Context: an optimization exercise on an open-source flow, tuned for small area and few clock cycles. The choices shown serve that exercise and are no tape-out recipe.
RTL that was checked went through simulation tests only; none was proved equivalent to the original.
No functional check of the RTL was part of run 2.

==> flow/design.v, too long to show whole: its modules and the start of the top module <==
// module axi4s_cordic: 840 lines
module axi4s_cordic #(
    parameter MODE = "ROT",       
    parameter integer DW = 12,
    parameter integer PAR = 1,
    parameter integer TDW = ((DW + 7) / 8) * 8
)(
    input  wire clk, resetn,
    input  wire signed [TDW*3*PAR - 1 : 0]  s_axis_tdata,
    input  wire                             s_axis_tlast,
    input  wire                             s_axis_tvalid,
    output wire                             s_axis_tready,
    output logic signed [TDW*3*PAR - 1 : 0] m_axis_tdata,
    output logic                            m_axis_tlast,
    output logic                            m_axis_tvalid,
    input  wire                             m_axis_tready
);
  // ...
==> flow/run.sh <==
#!/bin/bash
# synth_recipe.tcl (not shown) runs the flow's synth.tcl, then flattens the netlist and writes it again
# the make line also repeats each setting of config.mk as NAME=value (left out here)
make -C /OpenROAD-flow-scripts/flow DESIGN_CONFIG=/design/flow/config.mk WORK_HOME=/design/flow/orfs CLKGATE_MAP_FILE= SYNTH_SCRIPT=/design/flow/synth_recipe.tcl finish
==> flow/config.mk <==
export PLATFORM = sky130hd
export DESIGN_NAME = axi4s_cordic
export DESIGN_NICKNAME = axi4s_cordic
export VERILOG_FILES = /design/flow/design.v
export SDC_FILE = /design/flow/constraint.sdc
export NUM_CORES = 4
export LEC_CHECK = 0
export ABC_AREA = 1
export CAP_MARGIN = 20
export CORE_MARGIN = 2
export CORE_UTILIZATION = 40
export CTS_CLUSTER_DIAMETER = 80
export CTS_CLUSTER_SIZE = 40
export SLEW_MARGIN = 20
==> flow/constraint.sdc <==
create_clock -name core_clock -period 8.0 [get_ports {clk}]
set_input_delay 1.6000 -clock core_clock [delete_from_list [all_inputs] [get_ports {clk}]]
set_output_delay 1.6000 -clock core_clock [all_outputs]
set_load 0.01 [all_outputs]
==> flow_metrics.env, run 1 <==
export IMPL_place_hpwl_um=28430
export IMPL_die_area_um2=50970
export IMPL_io_pins=104
export IMPL_route_met3_wl_um=588
export IMPL_start_kind="flop"
export IMPL_cts_sinks=207
export IMPL_root_buffer="clkbuf_16"
export IMPL_slew_headroom_pct=47.63
export IMPL_outcome="no timing/DRC/antenna violations"
export IMPL_met2_wirelength_um=20240
export IMPL_min_delay_start="l[0]"
export IMPL_area_growth_pct=10.18
export IMPL_num_vias=11930
export IMPL_setup_tns_ns=0
export IMPL_grt_first_pass_wirelength_um=58370
export IMPL_post_drt_wl_per_cell_um=12.77
export IMPL_die_w_um=225.8
export IMPL_synth_most_common_cell="inv_1"
export IMPL_synth_compound_area_share_pct=3.174
export IMPL_clk_path_buf_depth=3
export IMPL_seq_area_frac_synth_pct=31.29
export IMPL_yosysWarnings=1
export IMPL_utilization_pct=44.46
export IMPL_min_to="l[1]"
export IMPL_largest_class="multi-input combinational cells"
export IMPL_crit_cells=21
export IMPL_setup_slack_ns=0.4650
export IMPL_critPathTopFamily="adder cells"
export IMPL_critPathMaxStageDelay_ns=0.55
export IMPL_synth_top_area_share_pct=30.68
Testbench counts, summed over its fixed seeds: cycles 12,048.
==> module axi4s_cordic, before the edit <==
module axi4s_cordic #(
    parameter MODE = "ROT",       
    parameter integer DW = 12,
    parameter integer PAR = 1,
    parameter integer TDW = ((DW + 7) / 8) * 8
)(
    input  wire clk, resetn,
    input  wire signed [TDW*3*PAR - 1 : 0]  s_axis_tdata,
    input  wire                             s_axis_tlast,
    input  wire                             s_axis_tvalid,
    output wire                             s_axis_tready,
    output logic signed [TDW*3*PAR - 1 : 0] m_axis_tdata,
    output logic                            m_axis_tlast,
    output logic                            m_axis_tvalid,
    input  wire                             m_axis_tready
);
    function automatic [12:0] step0(input [12:0] a, input [12:0] b, input sub);
        logic [12:0] bs;
        logic c, k, sb;
        begin
            bs = b;
            c = sub;
            for (int j = 0; j < 13; j++) begin
                bs[j] = b[j + 0] ^ sub;
                step0[j] = a[j] ^ bs[j] ^ c;
                c = (a[j] & bs[j]) | (c & (a[j] ^ bs[j]));
            end
        end
    endfunction
    function automatic [12:0] step1(input [12:0] a, input [12:0] b, input sub);
        logic [12:0] bs;
        logic c, k, sb;
        begin
            bs = b;
            c = sub;
            for (int j = 0; j < 13; j++) begin
                bs[j] = ((j + 1 < 13) ? b[j + 1] : b[12]) ^ sub;
                step1[j] = a[j] ^ bs[j] ^ c;
                c = (a[j] & bs[j]) | (c & (a[j] ^ bs[j]));
            end
        end
    endfunction
    function automatic [12:0] step2(input [12:0] a, input [12:0] b, input sub);
        logic [12:0] bs;
        logic c, k, sb;
        begin
            bs = b;
            c = sub;
            for (int j = 0; j < 11; j++) begin
                bs[j] = b[j + 2] ^ sub;
                step2[j] = a[j] ^ bs[j] ^ c;
                c = (a[j] & bs[j]) | (c & (a[j] ^ bs[j]));
            end
            sb = b[12] ^ sub;
            k = c ^ sb;
            for (int j = 11; j < 13; j++) begin
                step2[j] = a[j] ^ k;
                k = k & (a[j] ^ sb);
            end
        end
    endfunction
    function automatic [12:0] step3(input [12:0] a, input [12:0] b, input sub);
        logic [12:0] bs;
        logic c, k, sb;
        begin
            bs = b;
            c = sub;
            for (int j = 0; j < 10; j++) begin
                bs[j] = b[j + 3] ^ sub;
                step3[j] = a[j] ^ bs[j] ^ c;
                c = (a[j] & bs[j]) | (c & (a[j] ^ bs[j]));
            end
            sb = b[12] ^ sub;
            k = c ^ sb;
            for (int j = 10; j < 13; j++) begin
                step3[j] = a[j] ^ k;
                k = k & (a[j] ^ sb);
            end
        end
    endfunction
    function automatic [12:0] step4(input [12:0] a, input [12:0] b, input sub);
        logic [12:0] bs;
        logic c, k, sb;
        begin
            bs = b;
            c = sub;
            for (int j = 0; j < 9; j++) begin
                bs[j] = b[j + 4] ^ sub;
                step4[j] = a[j] ^ bs[j] ^ c;
                c = (a[j] & bs[j]) | (c & (a[j] ^ bs[j]));
            end
            sb = b[12] ^ sub;
            k = c ^ sb;
            for (int j = 9; j < 13; j++) begin
                step4[j] = a[j] ^ k;
                k = k & (a[j] ^ sb);
            end
        end
    endfunction
    function automatic [12:0] step5(input [12:0] a, input [12:0] b, input sub);
        logic [12:0] bs;
        logic c, k, sb;
        begin
            bs = b;
            c = sub;
            for (int j = 0; j < 8; j++) begin
                bs[j] = b[j + 5] ^ sub;
                step5[j] = a[j] ^ bs[j] ^ c;
                c = (a[j] & bs[j]) | (c & (a[j] ^ bs[j]));
            end
            sb = b[12] ^ sub;
            k = c ^ sb;
            for (int j = 8; j < 13; j++) begin
                step5[j] = a[j] ^ k;
                k = k & (a[j] ^ sb);
            end
        end
    endfunction
    function automatic [12:0] step6(input [12:0] a, input [12:0] b, input sub);
        logic [12:0] bs;
        logic c, k, sb;
        begin
            bs = b;
            c = sub;
            for (int j = 0; j < 7; j++) begin
                bs[j] = b[j + 6] ^ sub;
                step6[j] = a[j] ^ bs[j] ^ c;
                c = (a[j] & bs[j]) | (c & (a[j] ^ bs[j]));
            end
            sb = b[12] ^ sub;
            k = c ^ sb;
            for (int j = 7; j < 13; j++) begin
                step6[j] = a[j] ^ k;
                k = k & (a[j] ^ sb);
            end
        end
    endfunction
    function automatic [12:0] step7(input [12:0] a, input [12:0] b, input sub);
        logic [12:0] bs;
        logic c, k, sb;
        begin
            bs = b;
            c = sub;
            for (int j = 0; j < 6; j++) begin
                bs[j] = b[j + 7] ^ sub;
                step7[j] = a[j] ^ bs[j] ^ c;
                c = (a[j] & bs[j]) | (c & (a[j] ^ bs[j]));
            end
            sb = b[12] ^ sub;
            k = c ^ sb;
            for (int j = 6; j < 13; j++) begin
                step7[j] = a[j] ^ k;
                k = k & (a[j] ^ sb);
            end
        end
    endfunction
    function automatic [12:0] step8(input [12:0] a, input [12:0] b, input sub);
        logic [12:0] bs;
        logic c, k, sb;
        begin
            bs = b;
            c = sub;
            for (int j = 0; j < 5; j++) begin
                bs[j] = b[j + 8] ^ sub;
                step8[j] = a[j] ^ bs[j] ^ c;
                c = (a[j] & bs[j]) | (c & (a[j] ^ bs[j]));
            end
            sb = b[12] ^ sub;
            k = c ^ sb;
            for (int j = 5; j < 13; j++) begin
                step8[j] = a[j] ^ k;
                k = k & (a[j] ^ sb);
            end
        end
    endfunction
    function automatic [12:0] step9(input [12:0] a, input [12:0] b, input sub);
        logic [12:0] bs;
        logic c, k, sb;
        begin
            bs = b;
            c = sub;
            for (int j = 0; j < 4; j++) begin
                bs[j] = b[j + 9] ^ sub;
                step9[j] = a[j] ^ bs[j] ^ c;
                c = (a[j] & bs[j]) | (c & (a[j] ^ bs[j]));
            end
            sb = b[12] ^ sub;
            k = c ^ sb;
            for (int j = 4; j < 13; j++) begin
                step9[j] = a[j] ^ k;
                k = k & (a[j] ^ sb);
            end
        end
    endfunction
    function automatic [12:0] step10(input [12:0] a, input [12:0] b, input sub);
        logic [12:0] bs;
        logic c, k, sb;
        begin
            bs = b;
            c = sub;
            for (int j = 0; j < 3; j++) begin
                bs[j] = b[j + 10] ^ sub;
                step10[j] = a[j] ^ bs[j] ^ c;
                c = (a[j] & bs[j]) | (c & (a[j] ^ bs[j]));
            end
            sb = b[12] ^ sub;
            k = c ^ sb;
            for (int j = 3; j < 13; j++) begin
                step10[j] = a[j] ^ k;
                k = k & (a[j] ^ sb);
            end
        end
    endfunction
    function automatic [12:0] step11(input [12:0] a, input [12:0] b, input sub);
        logic [12:0] bs;
        logic c, k, sb;
        begin
            bs = b;
            c = sub;
            for (int j = 0; j < 2; j++) begin
                bs[j] = b[j + 11] ^ sub;
                step11[j] = a[j] ^ bs[j] ^ c;
                c = (a[j] & bs[j]) | (c & (a[j] ^ bs[j]));
            end
            sb = b[12] ^ sub;
            k = c ^ sb;
            for (int j = 2; j < 13; j++) begin
                step11[j] = a[j] ^ k;
                k = k & (a[j] ^ sb);
            end
        end
    endfunction
    logic [5:0] v;
    logic [5:0] l;
    wire en = ~v[5] | m_axis_tready;
    assign s_axis_tready = en;
    assign m_axis_tvalid = v[5];
    assign m_axis_tlast = l[5];
    always_ff @(posedge clk) begin
        if (!resetn) v <= '0;
        else if (en) v <= {v[4:0], s_axis_tvalid};
    end
    always_ff @(posedge clk) begin
        if (en) l <= {l[4:0], s_axis_tlast};
    end
    wire [11:0] x_in = s_axis_tdata[15:4];
    wire [11:0] y_in = s_axis_tdata[31:20];
    wire q_in = s_axis_tdata[47] ^ s_axis_tdata[46];   
    wire signed [12:0] x_q = q_in ? -{x_in[11], x_in} : {x_in[11], x_in};
    wire signed [12:0] y_q = q_in ? -{y_in[11], y_in} : {y_in[11], y_in};
    wire signed [11:0] ang_s0 = {s_axis_tdata[46:36], 1'b0};
    wire d0_c1 = (ang_s0 > 14'sd0);
    wire signed [12:0] x_1 = step0(x_q, y_q, d0_c1);
    wire signed [12:0] y_1 = step0(y_q, x_q, ~d0_c1);
    wire [11:0] kk2 = (d0_c1 ? 12'd3072 : 12'd1024);
    wire [11:0] as3;
    wire [12:0] ac4;
    assign ac4[0] = 1'b0;
    assign as3[0] = ang_s0[0] ^ kk2[0] ^ ac4[0];
    assign ac4[1] = (ang_s0[0] & kk2[0]) | (ac4[0] & (ang_s0[0] ^ kk2[0]));
    assign as3[1] = ang_s0[1] ^ kk2[1] ^ ac4[1];
    assign ac4[2] = (ang_s0[1] & kk2[1]) | (ac4[1] & (ang_s0[1] ^ kk2[1]));
    assign as3[2] = ang_s0[2] ^ kk2[2] ^ ac4[2];
    assign ac4[3] = (ang_s0[2] & kk2[2]) | (ac4[2] & (ang_s0[2] ^ kk2[2]));
    assign as3[3] = ang_s0[3] ^ kk2[3] ^ ac4[3];
    assign ac4[4] = (ang_s0[3] & kk2[3]) | (ac4[3] & (ang_s0[3] ^ kk2[3]));
    assign as3[4] = ang_s0[4] ^ kk2[4] ^ ac4[4];
    assign ac4[5] = (ang_s0[4] & kk2[4]) | (ac4[4] & (ang_s0[4] ^ kk2[4]));
    assign as3[5] = ang_s0[5] ^ kk2[5] ^ ac4[5];
    assign ac4[6] = (ang_s0[5] & kk2[5]) | (ac4[5] & (ang_s0[5] ^ kk2[5]));
    assign as3[6] = ang_s0[6] ^ kk2[6] ^ ac4[6];
    assign ac4[7] = (ang_s0[6] & kk2[6]) | (ac4[6] & (ang_s0[6] ^ kk2[6]));
    assign as3[7] = ang_s0[7] ^ kk2[7] ^ ac4[7];
    assign ac4[8] = (ang_s0[7] & kk2[7]) | (ac4[7] & (ang_s0[7] ^ kk2[7]));
    assign as3[8] = ang_s0[8] ^ kk2[8] ^ ac4[8];
    assign ac4[9] = (ang_s0[8] & kk2[8]) | (ac4[8] & (ang_s0[8] ^ kk2[8]));
    assign as3[9] = ang_s0[9] ^ kk2[9] ^ ac4[9];
    assign ac4[10] = (ang_s0[9] & kk2[9]) | (ac4[9] & (ang_s0[9] ^ kk2[9]));
    assign as3[10] = ang_s0[10] ^ kk2[10] ^ ac4[10];
    assign ac4[11] = (ang_s0[10] & kk2[10]) | (ac4[10] & (ang_s0[10] ^ kk2[10]));
    assign as3[11] = ang_s0[11] ^ kk2[11] ^ ac4[11];
    assign ac4[12] = (ang_s0[11] & kk2[11]) | (ac4[11] & (ang_s0[11] ^ kk2[11]));
    wire signed [11:0] ang5 = as3[11:0];
    wire dn6 = ang5 > 0;
    logic signed [12:0] x_r0;
    logic signed [12:0] y_r0;
    logic signed [11:0] ang_r0;
    logic signed [0:0] d_r0;
    always_ff @(posedge clk) begin
        if (en) begin
            x_r0 <= x_1;
            y_r0 <= y_1;
            ang_r0 <= ang5;
            d_r0 <= dn6;
        end
    end
    wire signed [12:0] x_2 = step1(x_r0, y_r0, d_r0);
    wire signed [12:0] y_2 = step1(y_r0, x_r0, ~d_r0);
    wire d2_c7 = (d_r0 ? (ang_r0 > 14'sd605) : (ang_r0 > -14'sd605));
    wire signed [12:0] x_3 = step2(x_2, y_2, d2_c7);
    wire signed [12:0] y_3 = step2(y_2, x_2, ~d2_c7);
    wire [11:0] kk8 = (d_r0 ? (d2_c7 ? 12'd3172 : 12'd3810) : (d2_c7 ? 12'd286 : 12'd924));
    wire [11:0] as9;
    wire [12:0] ac10;
    assign ac10[0] = 1'b0;
    assign as9[0] = ang_r0[0] ^ kk8[0] ^ ac10[0];
    assign ac10[1] = (ang_r0[0] & kk8[0]) | (ac10[0] & (ang_r0[0] ^ kk8[0]));
    assign as9[1] = ang_r0[1] ^ kk8[1] ^ ac10[1];
    assign ac10[2] = (ang_r0[1] & kk8[1]) | (ac10[1] & (ang_r0[1] ^ kk8[1]));
    assign as9[2] = ang_r0[2] ^ kk8[2] ^ ac10[2];
    assign ac10[3] = (ang_r0[2] & kk8[2]) | (ac10[2] & (ang_r0[2] ^ kk8[2]));
    assign as9[3] = ang_r0[3] ^ kk8[3] ^ ac10[3];
    assign ac10[4] = (ang_r0[3] & kk8[3]) | (ac10[3] & (ang_r0[3] ^ kk8[3]));
    assign as9[4] = ang_r0[4] ^ kk8[4] ^ ac10[4];
    assign ac10[5] = (ang_r0[4] & kk8[4]) | (ac10[4] & (ang_r0[4] ^ kk8[4]));
    assign as9[5] = ang_r0[5] ^ kk8[5] ^ ac10[5];
    assign ac10[6] = (ang_r0[5] & kk8[5]) | (ac10[5] & (ang_r0[5] ^ kk8[5]));
    assign as9[6] = ang_r0[6] ^ kk8[6] ^ ac10[6];
    assign ac10[7] = (ang_r0[6] & kk8[6]) | (ac10[6] & (ang_r0[6] ^ kk8[6]));
    assign as9[7] = ang_r0[7] ^ kk8[7] ^ ac10[7];
    assign ac10[8] = (ang_r0[7] & kk8[7]) | (ac10[7] & (ang_r0[7] ^ kk8[7]));
    assign as9[8] = ang_r0[8] ^ kk8[8] ^ ac10[8];
    assign ac10[9] = (ang_r0[8] & kk8[8]) | (ac10[8] & (ang_r0[8] ^ kk8[8]));
    assign as9[9] = ang_r0[9] ^ kk8[9] ^ ac10[9];
    assign ac10[10] = (ang_r0[9] & kk8[9]) | (ac10[9] & (ang_r0[9] ^ kk8[9]));
    assign as9[10] = ang_r0[10] ^ kk8[10] ^ ac10[10];
    assign ac10[11] = (ang_r0[10] & kk8[10]) | (ac10[10] & (ang_r0[10] ^ kk8[10]));
    assign as9[11] = ang_r0[11] ^ kk8[11] ^ ac10[11];
    assign ac10[12] = (ang_r0[11] & kk8[11]) | (ac10[11] & (ang_r0[11] ^ kk8[11]));
    wire signed [9:0] ang11 = as9[9:0];
    wire dn12 = ang11 > 0;
    logic signed [12:0] x_r1;
    logic signed [12:0] y_r1;
    logic signed [9:0] ang_r1;
    logic signed [0:0] d_r1;
    always_ff @(posedge clk) begin
        if (en) begin
            x_r1 <= x_3;
            y_r1 <= y_3;
            ang_r1 <= ang11;
            d_r1 <= dn12;
        end
    end
    wire signed [12:0] x_4 = step3(x_r1, y_r1, d_r1);
    wire signed [12:0] y_4 = step3(y_r1, x_r1, ~d_r1);
    wire d4_c13 = (d_r1 ? (ang_r1 > 14'sd162) : (ang_r1 > -14'sd162));
    wire signed [12:0] x_5 = step4(x_4, y_4, d4_c13);
    wire signed [12:0] y_5 = step4(y_4, x_4, ~d4_c13);
    wire [9:0] kk14 = (d_r1 ? (d4_c13 ? 10'd781 : 10'd943) : (d4_c13 ? 10'd81 : 10'd243));
    wire [9:0] as15;
    wire [10:0] ac16;
    assign ac16[0] = 1'b0;
    assign as15[0] = ang_r1[0] ^ kk14[0] ^ ac16[0];
    assign ac16[1] = (ang_r1[0] & kk14[0]) | (ac16[0] & (ang_r1[0] ^ kk14[0]));
    assign as15[1] = ang_r1[1] ^ kk14[1] ^ ac16[1];
    assign ac16[2] = (ang_r1[1] & kk14[1]) | (ac16[1] & (ang_r1[1] ^ kk14[1]));
    assign as15[2] = ang_r1[2] ^ kk14[2] ^ ac16[2];
    assign ac16[3] = (ang_r1[2] & kk14[2]) | (ac16[2] & (ang_r1[2] ^ kk14[2]));
    assign as15[3] = ang_r1[3] ^ kk14[3] ^ ac16[3];
    assign ac16[4] = (ang_r1[3] & kk14[3]) | (ac16[3] & (ang_r1[3] ^ kk14[3]));
    assign as15[4] = ang_r1[4] ^ kk14[4] ^ ac16[4];
    assign ac16[5] = (ang_r1[4] & kk14[4]) | (ac16[4] & (ang_r1[4] ^ kk14[4]));
    assign as15[5] = ang_r1[5] ^ kk14[5] ^ ac16[5];
    assign ac16[6] = (ang_r1[5] & kk14[5]) | (ac16[5] & (ang_r1[5] ^ kk14[5]));
    assign as15[6] = ang_r1[6] ^ kk14[6] ^ ac16[6];
    assign ac16[7] = (ang_r1[6] & kk14[6]) | (ac16[6] & (ang_r1[6] ^ kk14[6]));
    assign as15[7] = ang_r1[7] ^ kk14[7] ^ ac16[7];
    assign ac16[8] = (ang_r1[7] & kk14[7]) | (ac16[7] & (ang_r1[7] ^ kk14[7]));
    assign as15[8] = ang_r1[8] ^ kk14[8] ^ ac16[8];
    assign ac16[9] = (ang_r1[8] & kk14[8]) | (ac16[8] & (ang_r1[8] ^ kk14[8]));
    assign as15[9] = ang_r1[9] ^ kk14[9] ^ ac16[9];
    assign ac16[10] = (ang_r1[9] & kk14[9]) | (ac16[9] & (ang_r1[9] ^ kk14[9]));
    wire signed [7:0] ang17 = as15[7:0];
    wire dn18 = ang17 > 0;
    logic signed [12:0] x_r2;
    logic signed [12:0] y_r2;
    logic signed [7:0] ang_r2;
    logic signed [0:0] d_r2;
    always_ff @(posedge clk) begin
        if (en) begin
            x_r2 <= x_5;
            y_r2 <= y_5;
            ang_r2 <= ang17;
            d_r2 <= dn18;
        end
    end
    wire signed [12:0] x_6 = step5(x_r2, y_r2, d_r2);
    wire signed [12:0] y_6 = step5(y_r2, x_r2, ~d_r2);
    wire d6_c19 = (d_r2 ? (ang_r2 > 14'sd41) : (ang_r2 > -14'sd41));
    wire signed [12:0] x_7 = step6(x_6, y_6, d6_c19);
    wire signed [12:0] y_7 = step6(y_6, x_6, ~d6_c19);
    wire [7:0] kk20 = (d_r2 ? (d6_c19 ? 8'd195 : 8'd235) : (d6_c19 ? 8'd21 : 8'd61));
    wire [7:0] as21;
    wire [8:0] ac22;
    assign ac22[0] = 1'b0;
    assign as21[0] = ang_r2[0] ^ kk20[0] ^ ac22[0];
    assign ac22[1] = (ang_r2[0] & kk20[0]) | (ac22[0] & (ang_r2[0] ^ kk20[0]));
    assign as21[1] = ang_r2[1] ^ kk20[1] ^ ac22[1];
    assign ac22[2] = (ang_r2[1] & kk20[1]) | (ac22[1] & (ang_r2[1] ^ kk20[1]));
    assign as21[2] = ang_r2[2] ^ kk20[2] ^ ac22[2];
    assign ac22[3] = (ang_r2[2] & kk20[2]) | (ac22[2] & (ang_r2[2] ^ kk20[2]));
    assign as21[3] = ang_r2[3] ^ kk20[3] ^ ac22[3];
    assign ac22[4] = (ang_r2[3] & kk20[3]) | (ac22[3] & (ang_r2[3] ^ kk20[3]));
    assign as21[4] = ang_r2[4] ^ kk20[4] ^ ac22[4];
    assign ac22[5] = (ang_r2[4] & kk20[4]) | (ac22[4] & (ang_r2[4] ^ kk20[4]));
    assign as21[5] = ang_r2[5] ^ kk20[5] ^ ac22[5];
    assign ac22[6] = (ang_r2[5] & kk20[5]) | (ac22[5] & (ang_r2[5] ^ kk20[5]));
    assign as21[6] = ang_r2[6] ^ kk20[6] ^ ac22[6];
    assign ac22[7] = (ang_r2[6] & kk20[6]) | (ac22[6] & (ang_r2[6] ^ kk20[6]));
    assign as21[7] = ang_r2[7] ^ kk20[7] ^ ac22[7];
    assign ac22[8] = (ang_r2[7] & kk20[7]) | (ac22[7] & (ang_r2[7] ^ kk20[7]));
    wire signed [5:0] ang23 = as21[5:0];
    wire dn24 = ang23 > 0;
    logic signed [12:0] x_r3;
    logic signed [12:0] y_r3;
    logic signed [5:0] ang_r3;
    logic signed [0:0] d_r3;
    always_ff @(posedge clk) begin
        if (en) begin
            x_r3 <= x_7;
            y_r3 <= y_7;
            ang_r3 <= ang23;
            d_r3 <= dn24;
        end
    end
    wire signed [12:0] x_8 = step7(x_r3, y_r3, d_r3);
    wire signed [12:0] y_8 = step7(y_r3, x_r3, ~d_r3);
    wire d8_c25 = (d_r3 ? (ang_r3 > 14'sd10) : (ang_r3 > -14'sd10));
    wire signed [12:0] x_9 = step8(x_8, y_8, d8_c25);
    wire signed [12:0] y_9 = step8(y_8, x_8, ~d8_c25);
    wire [5:0] kk26 = (d_r3 ? (d8_c25 ? 6'd49 : 6'd59) : (d8_c25 ? 6'd5 : 6'd15));
    wire [5:0] as27;
    wire [6:0] ac28;
    assign ac28[0] = 1'b0;
    assign as27[0] = ang_r3[0] ^ kk26[0] ^ ac28[0];
    assign ac28[1] = (ang_r3[0] & kk26[0]) | (ac28[0] & (ang_r3[0] ^ kk26[0]));
    assign as27[1] = ang_r3[1] ^ kk26[1] ^ ac28[1];
    assign ac28[2] = (ang_r3[1] & kk26[1]) | (ac28[1] & (ang_r3[1] ^ kk26[1]));
    assign as27[2] = ang_r3[2] ^ kk26[2] ^ ac28[2];
    assign ac28[3] = (ang_r3[2] & kk26[2]) | (ac28[2] & (ang_r3[2] ^ kk26[2]));
    assign as27[3] = ang_r3[3] ^ kk26[3] ^ ac28[3];
    assign ac28[4] = (ang_r3[3] & kk26[3]) | (ac28[3] & (ang_r3[3] ^ kk26[3]));
    assign as27[4] = ang_r3[4] ^ kk26[4] ^ ac28[4];
    assign ac28[5] = (ang_r3[4] & kk26[4]) | (ac28[4] & (ang_r3[4] ^ kk26[4]));
    assign as27[5] = ang_r3[5] ^ kk26[5] ^ ac28[5];
    assign ac28[6] = (ang_r3[5] & kk26[5]) | (ac28[5] & (ang_r3[5] ^ kk26[5]));
    wire signed [3:0] ang29 = as27[3:0];
    wire dn30 = ang29 > 0;
    logic signed [12:0] x_r4;
    logic signed [12:0] y_r4;
    logic signed [3:0] ang_r4;
    logic signed [0:0] d_r4;
    always_ff @(posedge clk) begin
        if (en) begin
            x_r4 <= x_9;
            y_r4 <= y_9;
            ang_r4 <= ang29;
            d_r4 <= dn30;
        end
    end
    wire signed [12:0] x_10 = step9(x_r4, y_r4, d_r4);
    wire signed [12:0] y_10 = step9(y_r4, x_r4, ~d_r4);
    wire d10_c31 = (d_r4 ? (ang_r4 > 14'sd3) : (ang_r4 > -14'sd3));
    wire signed [12:0] x_11 = step10(x_10, y_10, d10_c31);
    wire signed [12:0] y_11 = step10(y_10, x_10, ~d10_c31);
    wire d11_c32 = (d_r4 ? (d10_c31 ? (ang_r4 > 14'sd4) : (ang_r4 > 14'sd2)) : (d10_c31 ? (ang_r4 > -14'sd2) : (ang_r4 > -14'sd4)));
    wire signed [12:0] x_12 = step11(x_11, y_11, d11_c32);
    wire signed [12:0] y_12 = step11(y_11, x_11, ~d11_c32);
    logic signed [12:0] x_r5;
    logic signed [12:0] y_r5;
    always_ff @(posedge clk) begin
        if (en) begin
            x_r5 <= x_12;
            y_r5 <= y_12;
        end
    end
    wire [11:0] x_g;
    wire [12:0] x_v = x_r5;
    wire x_g_t1 = ~x_v[0] ^ ~x_v[3] ^ 1'b1;
    wire x_g_t2 = (~x_v[0] & ~x_v[3]) | (1'b1 & (~x_v[0] ^ ~x_v[3]));
    wire x_g_t3 = ~x_v[0] ^ ~x_v[3] ^ ~x_v[6];
    wire x_g_t4 = (~x_v[0] & ~x_v[3]) | (~x_v[6] & (~x_v[0] ^ ~x_v[3]));
    wire x_g_t5 = ~x_v[1] ^ ~x_v[4] ^ ~x_v[7];
    wire x_g_t6 = (~x_v[1] & ~x_v[4]) | (~x_v[7] & (~x_v[1] ^ ~x_v[4]));
    wire x_g_t7 = ~x_v[2] ^ ~x_v[5] ^ ~x_v[8];
    wire x_g_t8 = (~x_v[2] & ~x_v[5]) | (~x_v[8] & (~x_v[2] ^ ~x_v[5]));
    wire x_g_t9 = x_v[0] ^ ~x_v[3] ^ ~x_v[6];
    wire x_g_t10 = (x_v[0] & ~x_v[3]) | (~x_v[6] & (x_v[0] ^ ~x_v[3]));
    wire x_g_t11 = x_v[1] ^ ~x_v[4] ^ ~x_v[7];
    wire x_g_t12 = (x_v[1] & ~x_v[4]) | (~x_v[7] & (x_v[1] ^ ~x_v[4]));
    wire x_g_t13 = x_v[0] ^ x_v[2] ^ ~x_v[5];
    wire x_g_t14 = (x_v[0] & x_v[2]) | (~x_v[5] & (x_v[0] ^ x_v[2]));
    wire x_g_t15 = x_v[1] ^ x_v[3] ^ ~x_v[6];
    wire x_g_t16 = (x_v[1] & x_v[3]) | (~x_v[6] & (x_v[1] ^ x_v[3]));
    wire x_g_t17 = ~x_v[9] ^ x_v[12] ^ 1'b1;
    wire x_g_t18 = (~x_v[9] & x_v[12]) | (1'b1 & (~x_v[9] ^ x_v[12]));
    wire x_g_t19 = x_v[2] ^ x_v[4] ^ ~x_v[7];
    wire x_g_t20 = (x_v[2] & x_v[4]) | (~x_v[7] & (x_v[2] ^ x_v[4]));
    wire x_g_t21 = x_v[3] ^ x_v[5] ^ ~x_v[8];
    wire x_g_t22 = (x_v[3] & x_v[5]) | (~x_v[8] & (x_v[3] ^ x_v[5]));
    wire x_g_t23 = x_v[4] ^ x_v[6] ^ ~x_v[9];
    wire x_g_t24 = (x_v[4] & x_v[6]) | (~x_v[9] & (x_v[4] ^ x_v[6]));
    wire x_g_t25 = x_v[5] ^ x_v[7] ^ ~x_v[10];
    wire x_g_t26 = (x_v[5] & x_v[7]) | (~x_v[10] & (x_v[5] ^ x_v[7]));
    wire x_g_t27 = x_v[6] ^ x_v[8] ^ ~x_v[11];
    wire x_g_t28 = (x_v[6] & x_v[8]) | (~x_v[11] & (x_v[6] ^ x_v[8]));
    wire x_g_t29 = x_v[7] ^ x_v[9] ^ x_v[12];
    wire x_g_t30 = (x_v[7] & x_v[9]) | (x_v[12] & (x_v[7] ^ x_v[9]));
    wire x_g_t31 = x_v[8] ^ x_v[10] ^ 1'b1;
    wire x_g_t32 = (x_v[8] & x_v[10]) | (1'b1 & (x_v[8] ^ x_v[10]));
    wire x_g_t33 = x_v[9] ^ x_v[11] ^ 1'b1;
    wire x_g_t34 = (x_v[9] & x_v[11]) | (1'b1 & (x_v[9] ^ x_v[11]));
    wire x_g_t35 = x_g_t2 ^ ~x_v[1] ^ ~x_v[4];
    wire x_g_t36 = (x_g_t2 & ~x_v[1]) | (~x_v[4] & (x_g_t2 ^ ~x_v[1]));
    wire x_g_t37 = x_g_t8 ^ x_g_t9 ^ ~x_v[9];
    wire x_g_t38 = (x_g_t8 & x_g_t9) | (~x_v[9] & (x_g_t8 ^ x_g_t9));
    wire x_g_t39 = x_g_t10 ^ x_g_t11 ^ ~x_v[10];
    wire x_g_t40 = (x_g_t10 & x_g_t11) | (~x_v[10] & (x_g_t10 ^ x_g_t11));
    wire x_g_t41 = x_g_t12 ^ x_g_t13 ^ ~x_v[8];
    wire x_g_t42 = (x_g_t12 & x_g_t13) | (~x_v[8] & (x_g_t12 ^ x_g_t13));
    wire x_g_t43 = x_g_t14 ^ x_g_t15 ^ x_g_t17;
    wire x_g_t44 = (x_g_t14 & x_g_t15) | (x_g_t17 & (x_g_t14 ^ x_g_t15));
    wire x_g_t45 = x_g_t16 ^ x_g_t18 ^ x_g_t19;
    wire x_g_t46 = (x_g_t16 & x_g_t18) | (x_g_t19 & (x_g_t16 ^ x_g_t18));
    wire x_g_t47 = x_g_t20 ^ x_g_t21 ^ ~x_v[11];
    wire x_g_t48 = (x_g_t20 & x_g_t21) | (~x_v[11] & (x_g_t20 ^ x_g_t21));
    wire x_g_t49 = x_g_t22 ^ x_g_t23 ^ x_v[12];
    wire x_g_t50 = (x_g_t22 & x_g_t23) | (x_v[12] & (x_g_t22 ^ x_g_t23));
    wire x_g_t51 = x_g_t24 ^ x_g_t25 ^ 1'b1;
    wire x_g_t52 = (x_g_t24 & x_g_t25) | (1'b1 & (x_g_t24 ^ x_g_t25));
    wire x_g_t53 = x_g_t26 ^ x_g_t27 ^ 1'b1;
    wire x_g_t54 = (x_g_t26 & x_g_t27) | (1'b1 & (x_g_t26 ^ x_g_t27));
    wire x_g_t55 = x_g_t34 ^ x_v[10] ^ ~x_v[12];
    wire x_g_t56 = (x_g_t34 & x_v[10]) | (~x_v[12] & (x_g_t34 ^ x_v[10]));
    wire x_g_t57 = x_g_t36 ^ ~x_v[2] ^ ~x_v[5];
    wire x_g_t58 = (x_g_t36 & ~x_v[2]) | (~x_v[5] & (x_g_t36 ^ ~x_v[2]));
    wire x_g_t59 = x_g_t40 ^ x_g_t41 ^ ~x_v[11];
    wire x_g_t60 = (x_g_t40 & x_g_t41) | (~x_v[11] & (x_g_t40 ^ x_g_t41));
    wire x_g_t61 = x_g_t44 ^ x_g_t45 ^ ~x_v[10];
    wire x_g_t62 = (x_g_t44 & x_g_t45) | (~x_v[10] & (x_g_t44 ^ x_g_t45));
    wire x_g_t63 = x_g_t46 ^ x_g_t47 ^ 1'b1;
    wire x_g_t64 = (x_g_t46 & x_g_t47) | (1'b1 & (x_g_t46 ^ x_g_t47));
    wire x_g_t65 = x_g_t54 ^ x_g_t28 ^ x_g_t29;
    wire x_g_t66 = (x_g_t54 & x_g_t28) | (x_g_t29 & (x_g_t54 ^ x_g_t28));
    wire x_g_t67 = x_g_t56 ^ x_v[11] ^ 1'b1;
    wire x_g_t68 = (x_g_t56 & x_v[11]) | (1'b1 & (x_g_t56 ^ x_v[11]));
    wire x_g_t69 = x_g_t58 ^ x_g_t3 ^ 1'b1;
    wire x_g_t70 = (x_g_t58 & x_g_t3) | (1'b1 & (x_g_t58 ^ x_g_t3));
    wire x_g_t71 = x_g_t60 ^ x_g_t42 ^ x_g_t43;
    wire x_g_t72 = (x_g_t60 & x_g_t42) | (x_g_t43 & (x_g_t60 ^ x_g_t42));
    wire x_g_t73 = x_g_t64 ^ x_g_t48 ^ x_g_t49;
    wire x_g_t74 = (x_g_t64 & x_g_t48) | (x_g_t49 & (x_g_t64 ^ x_g_t48));
    wire x_g_t75 = x_g_t66 ^ x_g_t30 ^ x_g_t31;
    wire x_g_t76 = (x_g_t66 & x_g_t30) | (x_g_t31 & (x_g_t66 ^ x_g_t30));
    wire x_g_t77 = x_g_t70 ^ x_g_t4 ^ x_g_t5;
    wire x_g_t78 = (x_g_t70 & x_g_t4) | (x_g_t5 & (x_g_t70 ^ x_g_t4));
    wire x_g_t79 = x_g_t72 ^ x_g_t61 ^ 1'b1;
    wire x_g_t80 = (x_g_t72 & x_g_t61) | (1'b1 & (x_g_t72 ^ x_g_t61));
    wire x_g_t81 = x_g_t74 ^ x_g_t50 ^ x_g_t51;
    wire x_g_t82 = (x_g_t74 & x_g_t50) | (x_g_t51 & (x_g_t74 ^ x_g_t50));
    wire x_g_t83 = x_g_t76 ^ x_g_t32 ^ x_g_t33;
    wire x_g_t84 = (x_g_t76 & x_g_t32) | (x_g_t33 & (x_g_t76 ^ x_g_t32));
    wire x_g_t85 = x_g_t78 ^ x_g_t6 ^ x_g_t7;
    wire x_g_t86 = (x_g_t78 & x_g_t6) | (x_g_t7 & (x_g_t78 ^ x_g_t6));
    wire x_g_t87 = x_g_t80 ^ x_g_t62 ^ x_g_t63;
    wire x_g_t88 = (x_g_t80 & x_g_t62) | (x_g_t63 & (x_g_t80 ^ x_g_t62));
    wire x_g_t89 = x_g_t82 ^ x_g_t52 ^ x_g_t53;
    wire x_g_t90 = (x_g_t82 & x_g_t52) | (x_g_t53 & (x_g_t82 ^ x_g_t52));
    wire [23:0] x_g_a = {x_g_t68, x_g_t67, x_g_t84, x_g_t83, x_g_t75, x_g_t90, x_g_t89, x_g_t81, x_g_t88, x_g_t87, x_g_t79, x_g_t71, x_g_t59, x_g_t38, x_g_t86, x_g_t85, x_g_t77, x_g_t69, x_g_t57, x_g_t35, x_g_t1, ~x_v[2], ~x_v[1], ~x_v[0]};
    wire [23:0] x_g_b = {~x_v[12], 1'b0, x_g_t55, 1'b0, 1'b0, x_g_t65, 1'b0, 1'b0, x_g_t73, 1'b0, 1'b0, 1'b0, 1'b0, x_g_t39, x_g_t37, 1'b0, 1'b0, 1'b0, 1'b0, 1'b0, 1'b0, 1'b0, 1'b0, 1'b1};
    wire [23:0] x_g_g = x_g_a & x_g_b;
    wire [23:0] x_g_q = x_g_a ^ x_g_b;
    wire x_g_t91 = x_g_g[1] | (x_g_q[1] & x_g_g[0]);
    wire x_g_t92 = x_g_q[1] & x_g_q[0];
    wire x_g_t93 = x_g_g[3] | (x_g_q[3] & x_g_g[2]);
    wire x_g_t94 = x_g_q[3] & x_g_q[2];
    wire x_g_t95 = x_g_g[5] | (x_g_q[5] & x_g_g[4]);
    wire x_g_t96 = x_g_q[5] & x_g_q[4];
    wire x_g_t97 = x_g_g[7] | (x_g_q[7] & x_g_g[6]);
    wire x_g_t98 = x_g_q[7] & x_g_q[6];
    wire x_g_t99 = x_g_g[9] | (x_g_q[9] & x_g_g[8]);
    wire x_g_t100 = x_g_q[9] & x_g_q[8];
    wire x_g_t101 = x_g_g[11] | (x_g_q[11] & x_g_g[10]);
    wire x_g_t102 = x_g_q[11] & x_g_q[10];
    wire x_g_t103 = x_g_g[13] | (x_g_q[13] & x_g_g[12]);
    wire x_g_t104 = x_g_q[13] & x_g_q[12];
    wire x_g_t105 = x_g_g[15] | (x_g_q[15] & x_g_g[14]);
    wire x_g_t106 = x_g_q[15] & x_g_q[14];
    wire x_g_t107 = x_g_g[17] | (x_g_q[17] & x_g_g[16]);
    wire x_g_t108 = x_g_q[17] & x_g_q[16];
    wire x_g_t109 = x_g_g[19] | (x_g_q[19] & x_g_g[18]);
    wire x_g_t110 = x_g_q[19] & x_g_q[18];
    wire x_g_t111 = x_g_g[21] | (x_g_q[21] & x_g_g[20]);
    wire x_g_t112 = x_g_q[21] & x_g_q[20];
    wire x_g_t113 = x_g_g[23] | (x_g_q[23] & x_g_g[22]);
    wire x_g_t114 = x_g_q[23] & x_g_q[22];
    wire x_g_t115 = x_g_t93 | (x_g_t94 & x_g_t91);
    wire x_g_t116 = x_g_t94 & x_g_t92;
    wire x_g_t117 = x_g_t97 | (x_g_t98 & x_g_t95);
    wire x_g_t118 = x_g_t98 & x_g_t96;
    wire x_g_t119 = x_g_t101 | (x_g_t102 & x_g_t99);
    wire x_g_t120 = x_g_t102 & x_g_t100;
    wire x_g_t121 = x_g_t105 | (x_g_t106 & x_g_t103);
    wire x_g_t122 = x_g_t106 & x_g_t104;
    wire x_g_t123 = x_g_t109 | (x_g_t110 & x_g_t107);
    wire x_g_t124 = x_g_t110 & x_g_t108;
    wire x_g_t125 = x_g_t113 | (x_g_t114 & x_g_t111);
    wire x_g_t126 = x_g_t114 & x_g_t112;
    wire x_g_t127 = x_g_t117 | (x_g_t118 & x_g_t115);
    wire x_g_t128 = x_g_t118 & x_g_t116;
    wire x_g_t129 = x_g_t121 | (x_g_t122 & x_g_t119);
    wire x_g_t130 = x_g_t122 & x_g_t120;
    wire x_g_t131 = x_g_t125 | (x_g_t126 & x_g_t123);
    wire x_g_t132 = x_g_t126 & x_g_t124;
    wire x_g_t133 = x_g_t129 | (x_g_t130 & x_g_t127);
    wire x_g_t134 = x_g_t130 & x_g_t128;
    wire x_g_t135 = x_g_t131 | (x_g_t132 & x_g_t133);
    wire x_g_t136 = x_g_t132 & x_g_t134;
    wire x_g_t137 = x_g_t119 | (x_g_t120 & x_g_t127);
    wire x_g_t138 = x_g_t120 & x_g_t128;
    wire x_g_t139 = x_g_t123 | (x_g_t124 & x_g_t133);
    wire x_g_t140 = x_g_t124 & x_g_t134;
    wire x_g_t141 = x_g_t95 | (x_g_t96 & x_g_t115);
    wire x_g_t142 = x_g_t96 & x_g_t116;
    wire x_g_t143 = x_g_t99 | (x_g_t100 & x_g_t127);
    wire x_g_t144 = x_g_t100 & x_g_t128;
    wire x_g_t145 = x_g_t103 | (x_g_t104 & x_g_t137);
    wire x_g_t146 = x_g_t104 & x_g_t138;
    wire x_g_t147 = x_g_t107 | (x_g_t108 & x_g_t133);
    wire x_g_t148 = x_g_t108 & x_g_t134;
    wire x_g_t149 = x_g_t111 | (x_g_t112 & x_g_t139);
    wire x_g_t150 = x_g_t112 & x_g_t140;
    wire x_g_t151 = x_g_g[2] | (x_g_q[2] & x_g_t91);
    wire x_g_t152 = x_g_q[2] & x_g_t92;
    wire x_g_t153 = x_g_g[4] | (x_g_q[4] & x_g_t115);
    wire x_g_t154 = x_g_q[4] & x_g_t116;
    wire x_g_t155 = x_g_g[6] | (x_g_q[6] & x_g_t141);
    wire x_g_t156 = x_g_q[6] & x_g_t142;
    wire x_g_t157 = x_g_g[8] | (x_g_q[8] & x_g_t127);
    wire x_g_t158 = x_g_q[8] & x_g_t128;
    wire x_g_t159 = x_g_g[10] | (x_g_q[10] & x_g_t143);
    wire x_g_t160 = x_g_q[10] & x_g_t144;
    wire x_g_t161 = x_g_g[12] | (x_g_q[12] & x_g_t137);
    wire x_g_t162 = x_g_q[12] & x_g_t138;
    wire x_g_t163 = x_g_g[14] | (x_g_q[14] & x_g_t145);
    wire x_g_t164 = x_g_q[14] & x_g_t146;
    wire x_g_t165 = x_g_g[16] | (x_g_q[16] & x_g_t133);
    wire x_g_t166 = x_g_q[16] & x_g_t134;
    wire x_g_t167 = x_g_g[18] | (x_g_q[18] & x_g_t147);
    wire x_g_t168 = x_g_q[18] & x_g_t148;
    wire x_g_t169 = x_g_g[20] | (x_g_q[20] & x_g_t139);
    wire x_g_t170 = x_g_q[20] & x_g_t140;
    wire x_g_t171 = x_g_g[22] | (x_g_q[22] & x_g_t149);
    wire x_g_t172 = x_g_q[22] & x_g_t150;
    wire [23:0] x_g_cc = {x_g_t171, x_g_t149, x_g_t169, x_g_t139, x_g_t167, x_g_t147, x_g_t165, x_g_t133, x_g_t163, x_g_t145, x_g_t161, x_g_t137, x_g_t159, x_g_t143, x_g_t157, x_g_t127, x_g_t155, x_g_t141, x_g_t153, x_g_t115, x_g_t151, x_g_t91, x_g_g[0], 1'b0};
    wire [23:0] x_g_s = x_g_q ^ x_g_cc;
    assign x_g = x_g_s[23:12];
    wire [11:0] y_g;
    wire [12:0] y_v = y_r5;
    wire y_g_t1 = ~y_v[0] ^ ~y_v[3] ^ 1'b1;
    wire y_g_t2 = (~y_v[0] & ~y_v[3]) | (1'b1 & (~y_v[0] ^ ~y_v[3]));
    wire y_g_t3 = ~y_v[0] ^ ~y_v[3] ^ ~y_v[6];
    wire y_g_t4 = (~y_v[0] & ~y_v[3]) | (~y_v[6] & (~y_v[0] ^ ~y_v[3]));
    wire y_g_t5 = ~y_v[1] ^ ~y_v[4] ^ ~y_v[7];
    wire y_g_t6 = (~y_v[1] & ~y_v[4]) | (~y_v[7] & (~y_v[1] ^ ~y_v[4]));
    wire y_g_t7 = ~y_v[2] ^ ~y_v[5] ^ ~y_v[8];
    wire y_g_t8 = (~y_v[2] & ~y_v[5]) | (~y_v[8] & (~y_v[2] ^ ~y_v[5]));
    wire y_g_t9 = y_v[0] ^ ~y_v[3] ^ ~y_v[6];
    wire y_g_t10 = (y_v[0] & ~y_v[3]) | (~y_v[6] & (y_v[0] ^ ~y_v[3]));
    wire y_g_t11 = y_v[1] ^ ~y_v[4] ^ ~y_v[7];
    wire y_g_t12 = (y_v[1] & ~y_v[4]) | (~y_v[7] & (y_v[1] ^ ~y_v[4]));
    wire y_g_t13 = y_v[0] ^ y_v[2] ^ ~y_v[5];
    wire y_g_t14 = (y_v[0] & y_v[2]) | (~y_v[5] & (y_v[0] ^ y_v[2]));
    wire y_g_t15 = y_v[1] ^ y_v[3] ^ ~y_v[6];
    wire y_g_t16 = (y_v[1] & y_v[3]) | (~y_v[6] & (y_v[1] ^ y_v[3]));
    wire y_g_t17 = ~y_v[9] ^ y_v[12] ^ 1'b1;
    wire y_g_t18 = (~y_v[9] & y_v[12]) | (1'b1 & (~y_v[9] ^ y_v[12]));
    wire y_g_t19 = y_v[2] ^ y_v[4] ^ ~y_v[7];
    wire y_g_t20 = (y_v[2] & y_v[4]) | (~y_v[7] & (y_v[2] ^ y_v[4]));
    wire y_g_t21 = y_v[3] ^ y_v[5] ^ ~y_v[8];
    wire y_g_t22 = (y_v[3] & y_v[5]) | (~y_v[8] & (y_v[3] ^ y_v[5]));
    wire y_g_t23 = y_v[4] ^ y_v[6] ^ ~y_v[9];
    wire y_g_t24 = (y_v[4] & y_v[6]) | (~y_v[9] & (y_v[4] ^ y_v[6]));
    wire y_g_t25 = y_v[5] ^ y_v[7] ^ ~y_v[10];
    wire y_g_t26 = (y_v[5] & y_v[7]) | (~y_v[10] & (y_v[5] ^ y_v[7]));
    wire y_g_t27 = y_v[6] ^ y_v[8] ^ ~y_v[11];
    wire y_g_t28 = (y_v[6] & y_v[8]) | (~y_v[11] & (y_v[6] ^ y_v[8]));
    wire y_g_t29 = y_v[7] ^ y_v[9] ^ y_v[12];
    wire y_g_t30 = (y_v[7] & y_v[9]) | (y_v[12] & (y_v[7] ^ y_v[9]));
    wire y_g_t31 = y_v[8] ^ y_v[10] ^ 1'b1;
    wire y_g_t32 = (y_v[8] & y_v[10]) | (1'b1 & (y_v[8] ^ y_v[10]));
    wire y_g_t33 = y_v[9] ^ y_v[11] ^ 1'b1;
    wire y_g_t34 = (y_v[9] & y_v[11]) | (1'b1 & (y_v[9] ^ y_v[11]));
    wire y_g_t35 = y_g_t2 ^ ~y_v[1] ^ ~y_v[4];
    wire y_g_t36 = (y_g_t2 & ~y_v[1]) | (~y_v[4] & (y_g_t2 ^ ~y_v[1]));
    wire y_g_t37 = y_g_t8 ^ y_g_t9 ^ ~y_v[9];
    wire y_g_t38 = (y_g_t8 & y_g_t9) | (~y_v[9] & (y_g_t8 ^ y_g_t9));
    wire y_g_t39 = y_g_t10 ^ y_g_t11 ^ ~y_v[10];
    wire y_g_t40 = (y_g_t10 & y_g_t11) | (~y_v[10] & (y_g_t10 ^ y_g_t11));
    wire y_g_t41 = y_g_t12 ^ y_g_t13 ^ ~y_v[8];
    wire y_g_t42 = (y_g_t12 & y_g_t13) | (~y_v[8] & (y_g_t12 ^ y_g_t13));
    wire y_g_t43 = y_g_t14 ^ y_g_t15 ^ y_g_t17;
    wire y_g_t44 = (y_g_t14 & y_g_t15) | (y_g_t17 & (y_g_t14 ^ y_g_t15));
    wire y_g_t45 = y_g_t16 ^ y_g_t18 ^ y_g_t19;
    wire y_g_t46 = (y_g_t16 & y_g_t18) | (y_g_t19 & (y_g_t16 ^ y_g_t18));
    wire y_g_t47 = y_g_t20 ^ y_g_t21 ^ ~y_v[11];
    wire y_g_t48 = (y_g_t20 & y_g_t21) | (~y_v[11] & (y_g_t20 ^ y_g_t21));
    wire y_g_t49 = y_g_t22 ^ y_g_t23 ^ y_v[12];
    wire y_g_t50 = (y_g_t22 & y_g_t23) | (y_v[12] & (y_g_t22 ^ y_g_t23));
    wire y_g_t51 = y_g_t24 ^ y_g_t25 ^ 1'b1;
    wire y_g_t52 = (y_g_t24 & y_g_t25) | (1'b1 & (y_g_t24 ^ y_g_t25));
    wire y_g_t53 = y_g_t26 ^ y_g_t27 ^ 1'b1;
    wire y_g_t54 = (y_g_t26 & y_g_t27) | (1'b1 & (y_g_t26 ^ y_g_t27));
    wire y_g_t55 = y_g_t34 ^ y_v[10] ^ ~y_v[12];
    wire y_g_t56 = (y_g_t34 & y_v[10]) | (~y_v[12] & (y_g_t34 ^ y_v[10]));
    wire y_g_t57 = y_g_t36 ^ ~y_v[2] ^ ~y_v[5];
    wire y_g_t58 = (y_g_t36 & ~y_v[2]) | (~y_v[5] & (y_g_t36 ^ ~y_v[2]));
    wire y_g_t59 = y_g_t40 ^ y_g_t41 ^ ~y_v[11];
    wire y_g_t60 = (y_g_t40 & y_g_t41) | (~y_v[11] & (y_g_t40 ^ y_g_t41));
    wire y_g_t61 = y_g_t44 ^ y_g_t45 ^ ~y_v[10];
    wire y_g_t62 = (y_g_t44 & y_g_t45) | (~y_v[10] & (y_g_t44 ^ y_g_t45));
    wire y_g_t63 = y_g_t46 ^ y_g_t47 ^ 1'b1;
    wire y_g_t64 = (y_g_t46 & y_g_t47) | (1'b1 & (y_g_t46 ^ y_g_t47));
    wire y_g_t65 = y_g_t54 ^ y_g_t28 ^ y_g_t29;
    wire y_g_t66 = (y_g_t54 & y_g_t28) | (y_g_t29 & (y_g_t54 ^ y_g_t28));
    wire y_g_t67 = y_g_t56 ^ y_v[11] ^ 1'b1;
    wire y_g_t68 = (y_g_t56 & y_v[11]) | (1'b1 & (y_g_t56 ^ y_v[11]));
    wire y_g_t69 = y_g_t58 ^ y_g_t3 ^ 1'b1;
    wire y_g_t70 = (y_g_t58 & y_g_t3) | (1'b1 & (y_g_t58 ^ y_g_t3));
    wire y_g_t71 = y_g_t60 ^ y_g_t42 ^ y_g_t43;
    wire y_g_t72 = (y_g_t60 & y_g_t42) | (y_g_t43 & (y_g_t60 ^ y_g_t42));
    wire y_g_t73 = y_g_t64 ^ y_g_t48 ^ y_g_t49;
    wire y_g_t74 = (y_g_t64 & y_g_t48) | (y_g_t49 & (y_g_t64 ^ y_g_t48));
    wire y_g_t75 = y_g_t66 ^ y_g_t30 ^ y_g_t31;
    wire y_g_t76 = (y_g_t66 & y_g_t30) | (y_g_t31 & (y_g_t66 ^ y_g_t30));
    wire y_g_t77 = y_g_t70 ^ y_g_t4 ^ y_g_t5;
    wire y_g_t78 = (y_g_t70 & y_g_t4) | (y_g_t5 & (y_g_t70 ^ y_g_t4));
    wire y_g_t79 = y_g_t72 ^ y_g_t61 ^ 1'b1;
    wire y_g_t80 = (y_g_t72 & y_g_t61) | (1'b1 & (y_g_t72 ^ y_g_t61));
    wire y_g_t81 = y_g_t74 ^ y_g_t50 ^ y_g_t51;
    wire y_g_t82 = (y_g_t74 & y_g_t50) | (y_g_t51 & (y_g_t74 ^ y_g_t50));
    wire y_g_t83 = y_g_t76 ^ y_g_t32 ^ y_g_t33;
    wire y_g_t84 = (y_g_t76 & y_g_t32) | (y_g_t33 & (y_g_t76 ^ y_g_t32));
    wire y_g_t85 = y_g_t78 ^ y_g_t6 ^ y_g_t7;
    wire y_g_t86 = (y_g_t78 & y_g_t6) | (y_g_t7 & (y_g_t78 ^ y_g_t6));
    wire y_g_t87 = y_g_t80 ^ y_g_t62 ^ y_g_t63;
    wire y_g_t88 = (y_g_t80 & y_g_t62) | (y_g_t63 & (y_g_t80 ^ y_g_t62));
    wire y_g_t89 = y_g_t82 ^ y_g_t52 ^ y_g_t53;
    wire y_g_t90 = (y_g_t82 & y_g_t52) | (y_g_t53 & (y_g_t82 ^ y_g_t52));
    wire [23:0] y_g_a = {y_g_t68, y_g_t67, y_g_t84, y_g_t83, y_g_t75, y_g_t90, y_g_t89, y_g_t81, y_g_t88, y_g_t87, y_g_t79, y_g_t71, y_g_t59, y_g_t38, y_g_t86, y_g_t85, y_g_t77, y_g_t69, y_g_t57, y_g_t35, y_g_t1, ~y_v[2], ~y_v[1], ~y_v[0]};
    wire [23:0] y_g_b = {~y_v[12], 1'b0, y_g_t55, 1'b0, 1'b0, y_g_t65, 1'b0, 1'b0, y_g_t73, 1'b0, 1'b0, 1'b0, 1'b0, y_g_t39, y_g_t37, 1'b0, 1'b0, 1'b0, 1'b0, 1'b0, 1'b0, 1'b0, 1'b0, 1'b1};
    wire [23:0] y_g_g = y_g_a & y_g_b;
    wire [23:0] y_g_q = y_g_a ^ y_g_b;
    wire y_g_t91 = y_g_g[1] | (y_g_q[1] & y_g_g[0]);
    wire y_g_t92 = y_g_q[1] & y_g_q[0];
    wire y_g_t93 = y_g_g[3] | (y_g_q[3] & y_g_g[2]);
    wire y_g_t94 = y_g_q[3] & y_g_q[2];
    wire y_g_t95 = y_g_g[5] | (y_g_q[5] & y_g_g[4]);
    wire y_g_t96 = y_g_q[5] & y_g_q[4];
    wire y_g_t97 = y_g_g[7] | (y_g_q[7] & y_g_g[6]);
    wire y_g_t98 = y_g_q[7] & y_g_q[6];
    wire y_g_t99 = y_g_g[9] | (y_g_q[9] & y_g_g[8]);
    wire y_g_t100 = y_g_q[9] & y_g_q[8];
    wire y_g_t101 = y_g_g[11] | (y_g_q[11] & y_g_g[10]);
    wire y_g_t102 = y_g_q[11] & y_g_q[10];
    wire y_g_t103 = y_g_g[13] | (y_g_q[13] & y_g_g[12]);
    wire y_g_t104 = y_g_q[13] & y_g_q[12];
    wire y_g_t105 = y_g_g[15] | (y_g_q[15] & y_g_g[14]);
    wire y_g_t106 = y_g_q[15] & y_g_q[14];
    wire y_g_t107 = y_g_g[17] | (y_g_q[17] & y_g_g[16]);
    wire y_g_t108 = y_g_q[17] & y_g_q[16];
    wire y_g_t109 = y_g_g[19] | (y_g_q[19] & y_g_g[18]);
    wire y_g_t110 = y_g_q[19] & y_g_q[18];
    wire y_g_t111 = y_g_g[21] | (y_g_q[21] & y_g_g[20]);
    wire y_g_t112 = y_g_q[21] & y_g_q[20];
    wire y_g_t113 = y_g_g[23] | (y_g_q[23] & y_g_g[22]);
    wire y_g_t114 = y_g_q[23] & y_g_q[22];
    wire y_g_t115 = y_g_t93 | (y_g_t94 & y_g_t91);
    wire y_g_t116 = y_g_t94 & y_g_t92;
    wire y_g_t117 = y_g_t97 | (y_g_t98 & y_g_t95);
    wire y_g_t118 = y_g_t98 & y_g_t96;
    wire y_g_t119 = y_g_t101 | (y_g_t102 & y_g_t99);
    wire y_g_t120 = y_g_t102 & y_g_t100;
    wire y_g_t121 = y_g_t105 | (y_g_t106 & y_g_t103);
    wire y_g_t122 = y_g_t106 & y_g_t104;
    wire y_g_t123 = y_g_t109 | (y_g_t110 & y_g_t107);
    wire y_g_t124 = y_g_t110 & y_g_t108;
    wire y_g_t125 = y_g_t113 | (y_g_t114 & y_g_t111);
    wire y_g_t126 = y_g_t114 & y_g_t112;
    wire y_g_t127 = y_g_t117 | (y_g_t118 & y_g_t115);
    wire y_g_t128 = y_g_t118 & y_g_t116;
    wire y_g_t129 = y_g_t121 | (y_g_t122 & y_g_t119);
    wire y_g_t130 = y_g_t122 & y_g_t120;
    wire y_g_t131 = y_g_t125 | (y_g_t126 & y_g_t123);
    wire y_g_t132 = y_g_t126 & y_g_t124;
    wire y_g_t133 = y_g_t129 | (y_g_t130 & y_g_t127);
    wire y_g_t134 = y_g_t130 & y_g_t128;
    wire y_g_t135 = y_g_t131 | (y_g_t132 & y_g_t133);
    wire y_g_t136 = y_g_t132 & y_g_t134;
    wire y_g_t137 = y_g_t119 | (y_g_t120 & y_g_t127);
    wire y_g_t138 = y_g_t120 & y_g_t128;
    wire y_g_t139 = y_g_t123 | (y_g_t124 & y_g_t133);
    wire y_g_t140 = y_g_t124 & y_g_t134;
    wire y_g_t141 = y_g_t95 | (y_g_t96 & y_g_t115);
    wire y_g_t142 = y_g_t96 & y_g_t116;
    wire y_g_t143 = y_g_t99 | (y_g_t100 & y_g_t127);
    wire y_g_t144 = y_g_t100 & y_g_t128;
    wire y_g_t145 = y_g_t103 | (y_g_t104 & y_g_t137);
    wire y_g_t146 = y_g_t104 & y_g_t138;
    wire y_g_t147 = y_g_t107 | (y_g_t108 & y_g_t133);
    wire y_g_t148 = y_g_t108 & y_g_t134;
    wire y_g_t149 = y_g_t111 | (y_g_t112 & y_g_t139);
    wire y_g_t150 = y_g_t112 & y_g_t140;
    wire y_g_t151 = y_g_g[2] | (y_g_q[2] & y_g_t91);
    wire y_g_t152 = y_g_q[2] & y_g_t92;
    wire y_g_t153 = y_g_g[4] | (y_g_q[4] & y_g_t115);
    wire y_g_t154 = y_g_q[4] & y_g_t116;
    wire y_g_t155 = y_g_g[6] | (y_g_q[6] & y_g_t141);
    wire y_g_t156 = y_g_q[6] & y_g_t142;
    wire y_g_t157 = y_g_g[8] | (y_g_q[8] & y_g_t127);
    wire y_g_t158 = y_g_q[8] & y_g_t128;
    wire y_g_t159 = y_g_g[10] | (y_g_q[10] & y_g_t143);
    wire y_g_t160 = y_g_q[10] & y_g_t144;
    wire y_g_t161 = y_g_g[12] | (y_g_q[12] & y_g_t137);
    wire y_g_t162 = y_g_q[12] & y_g_t138;
    wire y_g_t163 = y_g_g[14] | (y_g_q[14] & y_g_t145);
    wire y_g_t164 = y_g_q[14] & y_g_t146;
    wire y_g_t165 = y_g_g[16] | (y_g_q[16] & y_g_t133);
    wire y_g_t166 = y_g_q[16] & y_g_t134;
    wire y_g_t167 = y_g_g[18] | (y_g_q[18] & y_g_t147);
    wire y_g_t168 = y_g_q[18] & y_g_t148;
    wire y_g_t169 = y_g_g[20] | (y_g_q[20] & y_g_t139);
    wire y_g_t170 = y_g_q[20] & y_g_t140;
    wire y_g_t171 = y_g_g[22] | (y_g_q[22] & y_g_t149);
    wire y_g_t172 = y_g_q[22] & y_g_t150;
    wire [23:0] y_g_cc = {y_g_t171, y_g_t149, y_g_t169, y_g_t139, y_g_t167, y_g_t147, y_g_t165, y_g_t133, y_g_t163, y_g_t145, y_g_t161, y_g_t137, y_g_t159, y_g_t143, y_g_t157, y_g_t127, y_g_t155, y_g_t141, y_g_t153, y_g_t115, y_g_t151, y_g_t91, y_g_g[0], 1'b0};
    wire [23:0] y_g_s = y_g_q ^ y_g_cc;
    assign y_g = y_g_s[23:12];
    assign m_axis_tdata = {12'd0, 4'd0, y_g, 4'd0, x_g, 4'd0};
endmodule
==> run 2, diff against run 1 <==
--- a/flow/design.v
+++ b/flow/design.v
@@ -68,15 +68,9 @@
             bs = b;
             c = sub;
-            for (int j = 0; j < 10; j++) begin
-                bs[j] = b[j + 3] ^ sub;
+            for (int j = 0; j < 13; j++) begin
+                bs[j] = ((j + 3 < 13) ? b[j + 3] : b[12]) ^ sub;
                 step3[j] = a[j] ^ bs[j] ^ c;
                 c = (a[j] & bs[j]) | (c & (a[j] ^ bs[j]));
             end
-            sb = b[12] ^ sub;
-            k = c ^ sb;
-            for (int j = 10; j < 13; j++) begin
-                step3[j] = a[j] ^ k;
-                k = k & (a[j] ^ sb);
-            end
         end
     endfunction
@@ -106,15 +100,9 @@
             bs = b;
             c = sub;
-            for (int j = 0; j < 8; j++) begin
-                bs[j] = b[j + 5] ^ sub;
+            for (int j = 0; j < 13; j++) begin
+                bs[j] = ((j + 5 < 13) ? b[j + 5] : b[12]) ^ sub;
                 step5[j] = a[j] ^ bs[j] ^ c;
                 c = (a[j] & bs[j]) | (c & (a[j] ^ bs[j]));
             end
-            sb = b[12] ^ sub;
-            k = c ^ sb;
-            for (int j = 8; j < 13; j++) begin
-                step5[j] = a[j] ^ k;
-                k = k & (a[j] ^ sb);
-            end
         end
     endfunction
==> run 2 against run 1 <==
Compared with the run above: still clean on timing, DRC and antenna; synthesized area decreased by 0.44%; critical path depth increased by 2; non-clock buffer count up 9; global-route usage hardly changed; synthesized cell count is 2.2% lower; routed wire length increased by 1.2%; critical path type unchanged; highest routed layer unchanged.
==> flow_metrics.env, run 2 <==
export IMPL_min_to="l[3]"
export IMPL_fp_coreArea_um2=48650
export IMPL_synth_commonest_cells="inv_1 (337), xor2_1 (258), fa_1 (256), nand2_1 (204), edfxtp_1 (201)"
export IMPL_place_hpwl_um=28780
export IMPL_num_rows=81
export IMPL_holdPathStages=0
export IMPL_worstPathMaxFanout=5
export IMPL_grt_max_degree=173
export IMPL_path_class="reg -> reg"
export IMPL_num_vias=11820
export IMPL_syn_avg_cell_area_um2=10.67
export IMPL_synth_top_flop_cell="edfxtp_1"
export IMPL_layout_drive_gt1_share_pct=6.777
export IMPL_die_w_um=225.3
export IMPL_synth_top_area_share_pct=30.82
export IMPL_reg2reg_to="y_r3[12]"
export IMPL_clk_pin_slew_ns=0.08
export IMPL_portBuffers=67
export IMPL_drc=0
export IMPL_worstPathRequired_ns=8.25
export IMPL_slew_headroom_pct=31.87
export IMPL_drv_slew=0
export IMPL_clk_path_buf_depth=3
export IMPL_yosysWarnings=1
export IMPL_area_growth_pct=10.21
export IMPL_worstPathCellList="inv_1 -> a21oi_1 -> fa_1 -> fa_1 -> fa_1 -> fa_1 -> fa_1 -> fa_1 -> fa_1 -> fa_1 -> fa_1 -> xor2_1 -> fa_1 -> fa_1 -> fa_1 -> fa_1 -> xor2_1 -> nand2_1 -> nor2_1 -> nand2_1 -> nor2_1 -> nand3_1 -> xor2_1"
export IMPL_post_drt_wl_per_cell_um=13.31
export IMPL_synth_cell_types=52
export IMPL_min_delay_start="l[2]"
export IMPL_fmax_mhz=130.9
export IMPL_grt_first_pass_wirelength_um=57670
export IMPL_critPathMaxStageDelay_ns=0.51
export IMPL_outcome="no timing/DRC/antenna violations"
export IMPL_seq_area_frac_synth_pct=31.43
export IMPL_final_common_cell="inv_1"
export IMPL_worst_pin_slew_ns=1.022
export IMPL_root_buffer="clkbuf_16"
export IMPL_worstPathArrival_ns=7.89
export IMPL_fin_nets=2281
export IMPL_start_kind="flop"
export IMPL_reg2reg_setup_slack_ns=0.36
export IMPL_io_pins=104
export IMPL_fillCellCount=4551
export IMPL_antenna_found_initial=0
export IMPL_cap_violations=0
export IMPL_synth_most_common_cell="inv_1"
export IMPL_grt_pass1_vias=12690
export IMPL_synth_area_um2=19590
export IMPL_setup_tns_ns=0
export IMPL_cts_hold_buf=0
export IMPL_critPathCaptureType="flop"
export IMPL_crit_top_cell="fa_1"
export IMPL_critPathTopFamily="adder cells"
export IMPL_async_reset_ff_share_pct=0
export IMPL_synth_top_area_cell="edfxtp_1"
export IMPL_hold_ws_ns=0.4172
export IMPL_holdCritPathClass="reg -> reg"
export IMPL_detail_route_iter0_violations=340
export IMPL_cts_sinks=207
export IMPL_setup_viol=0
export IMPL_seqCellArea_um2=6156
export IMPL_reg2regPathDepth=23
export IMPL_die_area_um2=50750
run 2: per-layer routing:
layer	GRT usage (%)	up-vias	part of all wire, %
met2	30.21	127	60
met5	0	-	0
met4	4.785	0	3.5
met3	1.604	52	2.0
met1	13.17	5804	35
li1	-	5838	-
run 2: logic make-up (layout without fill, tap and decap cells):
group                      count (synthesis)  in the layout  share of synthesized area, %
and+or+nand+nor                          461            461                         11.35
xor gates and xnor gates                 374            374                         16.82
other                                      1             24                       0.01915
buffers and inverters                    392            466                         8.087
adders and majority gates                306            306                         29.35
DFF                                      207            207                         31.43
AOI/OAI and AO/OA                         91             91                         2.664
muxes                                      4              4                        0.2874
run 2: final cells by class:
class,instances,area share [%]
inverter,347,6.069
multi-input combinational,1260,55.28
clock inverter,12,0.5912
clock buffer,17,1.971
timing repair buffer,90,3.965
sequential,207,28.52
tap,622,3.605
run 2: worst max path at each step:
stage	startpoint	to	cells after the start	slack, ns
6_report	d_r2	y_r3[12]	23	0.36
3_5_place_dp	s_axis_tdata[42]	x_r0[12]	18	0.04
2_1_floorplan	d_r2	y_r3[12]	24	0.12
5_1_grt	d_r2	y_r3[12]	23	0.006
4_1_cts	x_r5[3]	m_axis_tdata[15]	23	0.04
3_3_place_gp	s_axis_tdata[42]	x_r0[12]	18	0.08
run 2: worst register-to-register path, delay by kind of cell (launching register included):
family / cells / cell delay [ns]
simple gates: 5 / 0.64
flops: 1 / 0.47
xor+xnor: 3 / 0.55
buf+inv: 1 / 0.19
compound gates: 1 / 0.11
fa+ha+maj: 13 / 5.45
run 2: repair_timing:
action	4_1_cts	5_1_grt
resized for setup	0	1
endpoints found under the setup margin	0	2
setup buffers	0	8
run 2: stage by stage:
stage	cells	setup WS (ns)	area (um^2)	util (%)
after floorplan	1859	0.1244	19670	-
after global placement	2518	0.07760	20970	43.11
after detailed placement	2518	0.03535	20970	43.11
after CTS	2547	0.03538	21530	44.25
after global routing	2555	0.005920	21590	44.37
final	2555	0.3597	21590	44.37

==> separate check: timing with driven ports <==
How much do the figures lean on ideal ports? The routed layouts below were timed once more, with nothing changed but the port constraints. Step 1: set_driving_cell puts a clkbuf_16 on clk and a buf_2 on each other input, an assumption about the parent block. Step 2 times the ports against the registers' clock, not the clock port: input delays grow and output delays shrink by t, the midpoint of the rising clock arrivals with the driver on. Slacks: no drivers / after step 1 / after step 2; pairs: no drivers / after step 1.
run | t (ns) | setup WS [ns] | pins driven straight from the clock port
run 1 | 0.550 | 0.465 / 0.420 / 0.138 | 1
run 2 | 0.557 | 0.360 / 0.360 / 0.082 | 1
After both steps setup and hold are still met in every run listed. For run 1, which loses most, drivers alone change the setup slack by -0.045 ns; drivers and shift together by -0.327 ns.
